Background: an optimization exercise with open tools, aiming at small area and a short achievable clock period. Do not read the settings as production practice.
Function was checked by simulation only, so behaviour that the tests miss may differ from the original.

Setup of run 1:
## clk_ctrl
module clk_ctrl
(
	input  wire        clk_i,
	input  wire        rstn_i,
	input  wire [15:0] freq,
	output wire        dds1_o,
	output wire        dds_o
);
reg  [15:0] fr;
reg  [31:0] cnt;      
reg  [31:0] cnt1;     
reg  [2:0]  pa;       
reg  [4:0]  pb;       
reg         dds;
reg         dds1;
wire [31:0] cnt_n;
wire [31:0] cnt1_n;
wire [2:0]  pa_n;
wire [4:0]  pb_n;
wire        dds_n;
wire        dds1_n;
wire [10:0] gq;       
localparam [31:0] CNT_INV  = 32'h00000000;
localparam [31:0] CNT1_INV = 32'h00000000;
always @(posedge clk_i or negedge rstn_i)
	if (rstn_i == 1'b0) begin
		fr   <= 16'd0;
		cnt  <= CNT_INV;
		cnt1 <= CNT1_INV;
		pa   <= 0;
		pb   <= 0;
		dds  <= 1'b0;
		dds1 <= 1'b0;
	end else begin
		fr   <= freq;
		cnt  <= cnt_n;
		cnt1 <= cnt1_n;
		pa   <= pa_n;
		pb   <= pb_n;
		dds  <= dds_n;
		dds1 <= dds1_n;
	end
assign dds_o  = dds;
assign dds1_o = dds1;
wire n_1;
wire n_2;
wire n_3;
wire n_4;
wire n_5;
wire n_6;
wire n_7;
wire n_8;
wire n_9;
  ...
Settings: LEC_CHECK=0, CAP_MARGIN=20, CORE_MARGIN=2, CORE_UTILIZATION=40, CTS_BUF_LIST=sky130_fd_sc_hd__clkbuf_8, SLEW_MARGIN=20, SYNTH_HIERARCHICAL=1; clock period 70.0 ns.
standard.sh (not shown) runs the stock make flow with config.mk's settings and CLKGATE_MAP_FILE= SYNTH_SCRIPT=/design/flow/synth_recipe.tcl, a recipe that flattens the netlist after the stock synthesis.
==> flow/flow/run.sh <==
#!/bin/bash
# The standard layout (standard.sh, all ORFS steps unchanged), except that the
# port buffers that buffer_ports inserts are plain sky130_fd_sc_hd__buf_1 cells
# instead of the delay buffers it picks by default. Every port is still buffered.
set -euo pipefail
export BUFFER_PORTS_ARGS="-buffer_cell sky130_fd_sc_hd__buf_1"
bash standard.sh finish > standard_make.log 2>&1
The following lists how run 2 was set up differently from run 1:
- setting CTS_CLUSTER_DIAMETER to 100 for the first time
--- outcome ---
- Run 2 completed every stage of the flow, and the final layout passed the timing, DRC and antenna checks.
- On total CTS buffers, run 2 and run 1 are neck and neck.
- Comparing run 2 against run 1, there is no change at all in sequential cell count.
- Final critical-path setup slack came out exactly the same in run 2 and run 1.
- As far as routed wire length goes, run 1 and run 2 are indistinguishable; the numbers are identical.
- Run 2 -> run 1: register area delta 0, exact match
- Between run 1 and run 2, the fmax figures differ only marginally.
- Taking run 1 as the reference, in run 2 global-route wire length before repair neither gained nor lost much; die area neither gained nor lost much.
diff inputs: run 2 => run 3
- clearing CTS_CLUSTER_DIAMETER, which used to be 100
==> flow/flow/run.sh <==
#!/bin/bash
# The standard layout (standard.sh, all ORFS steps unchanged), except that the
# port buffers that buffer_ports inserts are plain sky130_fd_sc_hd__buf_2 cells
# instead of the delay buffers it picks by default. Every port is still buffered.
set -euo pipefail
export BUFFER_PORTS_ARGS="-buffer_cell sky130_fd_sc_hd__buf_2"
bash standard.sh finish > standard_make.log 2>&1
Findings:
Period utilization of run 3 is on par with run 2. Cmp run 3 and run 2 / met1 usage in global routing / higher: run 3. Maximum number of pins on one net before global-route repair: run 3 higher than run 2. Run 3 — layout overhead on the synthesized area 0.32 points higher, run 2 as reference.
Relative to run 3, the following input files were edited for run 4:
- removing CTS_BUF_LIST (formerly sky130_fd_sc_hd__clkbuf_8)
==> flow/run.sh (new file) <==
#!/bin/bash
# synth_recipe.tcl (not shown) runs the flow's synth.tcl, then flattens the netlist and writes it again
# the make line also repeats each setting of config.mk as NAME=value (left out here)
make -C /OpenROAD-flow-scripts/flow DESIGN_CONFIG=/design/flow/config.mk WORK_HOME=/design/flow/orfs CLKGATE_MAP_FILE= SYNTH_SCRIPT=/design/flow/synth_recipe.tcl finish
removed: flow/flow/run.sh
removed: flow/standard.sh
==> summary.txt <==
Between run 3 and run 4, part of the cycle the worst path needs increased. Run 3 → run 4: number of buffers added for setup after CTS stayed essentially flat. Run 3 -> run 4: first-iteration DRC count increased by more than 10%. Diff run 3 -> run 4: design area has increased, routability-driven placement congestion ratio now smaller.

* * *

== build 80 ==
clk_ctrl again, from the RTL that the note above started with.
## clk_ctrl
module clk_ctrl
(
	input  wire        clk_i,
	input  wire        rstn_i,
	input  wire [15:0] freq,
	output wire        dds1_o,
	output wire        dds_o
);
clock: 70.0 ns
lec_check: 0
cap_margin: 20
core_margin: 2
core_utilization: 40
cts_buf_list: sky130_fd_sc_hd__clkbuf_8
slew_margin: 20
synth_hierarchical: 1
run.sh (not shown) runs the stock make flow with config.mk's settings and CLKGATE_MAP_FILE= SYNTH_SCRIPT=/design/flow/synth_recipe.tcl, a recipe that flattens the netlist after the stock synthesis.
Stock flow here: none of the scripts above is used.
#### Input delta (build 23 over build 80)
- removing CTS_BUF_LIST (formerly sky130_fd_sc_hd__clkbuf_8)
==> flow/flow/run.sh (new file) <==
#!/bin/bash
# The standard layout (standard.sh, all ORFS steps unchanged), except that the
# port buffers that buffer_ports inserts are plain sky130_fd_sc_hd__buf_1 cells
# instead of the delay buffers it picks by default. Every port is still buffered.
set -euo pipefail
export BUFFER_PORTS_ARGS="-buffer_cell sky130_fd_sc_hd__buf_1"
bash standard.sh finish > standard_make.log 2>&1
==> flow/standard.sh (new file) <==
#!/bin/bash
# synth_recipe.tcl (not shown) runs the flow's synth.tcl, then flattens the netlist and writes it again
# the make line also repeats each setting of config.mk as NAME=value (left out here)
make -C /OpenROAD-flow-scripts/flow DESIGN_CONFIG=/design/flow/config.mk WORK_HOME=/design/flow/orfs CLKGATE_MAP_FILE= SYNTH_SCRIPT=/design/flow/synth_recipe.tcl "${@:-finish}"
removed: flow/run.sh
- Final cycle utilization of the critical path is lower on build 23
- Ratio of routed vias to standard cells (build 23 vs. build 80) decreases slightly
- Build 80 and build 23 ended up with roughly the same summed area of non-filler cells in the final layout.
What build 31 does differently from build 23 at the input level:
- CTS_BUF_LIST newly set to sky130_fd_sc_hd__clkbuf_8
- ABC_AREA newly set to 1
Findings:
Build 31 against build 23: final design utilization neither gained nor lost much, met2 usage lost 1.9 points.
Changes observed in build 31 relative to build 23: worst setup slack moved down; post-synthesis to final-layout area growth saw a decrease; insertion delay of the later-clocked pin in the worst-skew pair has increased.
Between build 23 and build 31, the flow reports routed length on met3 increasing by more than 10%.
Per the comparison of build 31 with build 23, count of filler cells inserted in the layout closely matched the old numbers, detailed-route wire length down 410 µm.
Summary: with build 23 as the reference, synthesized cell count in build 31 moved up by a little under 10%.
Input-level comparison between build 51 and build 31:
- CAP_MARGIN: 20 -> 0
- ABC_AREA: 1 -> unset
- SLEW_MARGIN: 20 -> 0
==> comparison <==
- Clock-cell share of area across build 51 and build 31: no real change.
- The synthesized area in build 51 sits 1.0% below the value recorded for build 31.
- Relative to build 31, fraction of area in registers increased by 0.26 points in build 51.
- Slew at the pin closest to its max-slew limit (higher): build 31
- Sort build 51 and build 31 by final cell count, descending, and build 31 comes first.
- Compared with build 31, build 51 shows a number of non-clock buffers in the layout that is 3 lower.

* * *

## lagoon
clk_ctrl again, from the RTL that the note above started with.
export LEC_CHECK = 0
export CAP_MARGIN = 20
export CORE_MARGIN = 2
export CORE_UTILIZATION = 40
export CTS_BUF_LIST = sky130_fd_sc_hd__clkbuf_8
export CTS_CLUSTER_SIZE = 30
export SLEW_MARGIN = 20
export SYNTH_HIERARCHICAL = 1
create_clock -name core_clock -period 70.0 [get_ports {clk_i}]
standard.sh (not shown) runs the stock make flow with config.mk's settings and CLKGATE_MAP_FILE= SYNTH_SCRIPT=/design/flow/synth_recipe.tcl, a recipe that flattens the netlist after the stock synthesis.
==> flow/flow/run.sh <==
#!/bin/bash
# The standard layout (standard.sh, all ORFS steps unchanged), except that the
# port buffers that buffer_ports inserts are plain sky130_fd_sc_hd__buf_1 cells
# instead of the delay buffers it picks by default. Every port is still buffered.
set -euo pipefail
export BUFFER_PORTS_ARGS="-buffer_cell sky130_fd_sc_hd__buf_1"
bash standard.sh finish > standard_make.log 2>&1
### lagoon -> zinc
# lagoon
export LEC_CHECK = 0
export CAP_MARGIN = 20
export CORE_MARGIN = 2
export CORE_UTILIZATION = 40
export CTS_BUF_LIST = sky130_fd_sc_hd__clkbuf_8
export CTS_CLUSTER_SIZE = 30
export SLEW_MARGIN = 20
export SYNTH_HIERARCHICAL = 1
create_clock -name core_clock -period 70.0 [get_ports {clk_i}]
# zinc
export LEC_CHECK = 0
export CAP_MARGIN = 20
export CORE_MARGIN = 2
export CORE_UTILIZATION = 40
export CTS_BUF_LIST = sky130_fd_sc_hd__clkbuf_16
export CTS_CLUSTER_SIZE = 30
export SLEW_MARGIN = 20
export SYNTH_HIERARCHICAL = 1
create_clock -name core_clock -period 70.0 [get_ports {clk_i}]
==> comparison <==
- Diff lagoon -> zinc: utilization up 0.31 points; smallest setup slack after layout up 0.044 ns; met1 demand-to-capacity share in global routing flat; clock latency at the later pin of the worst-skew pair down 0.04 ns.
- Number of fillers in the final layout: lagoon vs zinc, no meaningful difference
- There was hardly any difference in top achievable clock speed between zinc and lagoon.
- Per the comparison of zinc with lagoon, total global-route track usage essentially unchanged; sequential share of layout area essentially unchanged.

==> separate check: timing with driven ports <==
The results above use ideal ports. As a check the final layouts listed here were re-extracted and re-timed, cells and wires unchanged. Step 1, drivers: a clkbuf_16 drives clk_i and a buf_2 each remaining input, both assumed. Step 2 times the ports against the registers' clock, not the clock port: input delays grow and output delays shrink by t, the midpoint of the rising clock arrivals with the driver on. Slacks: no drivers / after step 1 / after step 2; pairs: no drivers / after step 1.
| run | t (ns) | setup WS [ns] | worst setup path after step 2 |
|---|---|---|---|
| run 1 | 0.430 | 55.118 / 55.076 / 54.867 | input, reset recovery |
| run 2 | 0.430 | 55.118 / 55.076 / 54.867 | input, reset recovery |
| run 3 | 0.436 | 55.103 / 55.061 / 54.873 | input, reset recovery |
| run 4 | 0.409 | 54.751 / 54.703 / 54.861 | input, reset recovery |
| build 80 | 0.431 | 54.722 / 54.676 / 54.884 | input, reset recovery |
| build 23 | 0.400 | 55.161 / 55.115 / 54.850 | input, reset recovery |
| build 31 | 0.422 | 55.105 / 55.062 / 54.825 | input, reset recovery |
| build 51 | 0.430 | 55.118 / 55.076 / 54.867 | input, reset recovery |
| lagoon | 0.430 | 55.118 / 55.076 / 54.867 | input, reset recovery |
| zinc | 0.401 | 55.161 / 55.115 / 54.857 | input, reset recovery |
After both steps every run listed still meets setup and hold. The setup slack of build 23, which loses most, moves by -0.046 ns with the drivers and by -0.311 ns with both steps. The worst setup slack also covers recovery checks on asynchronous resets.
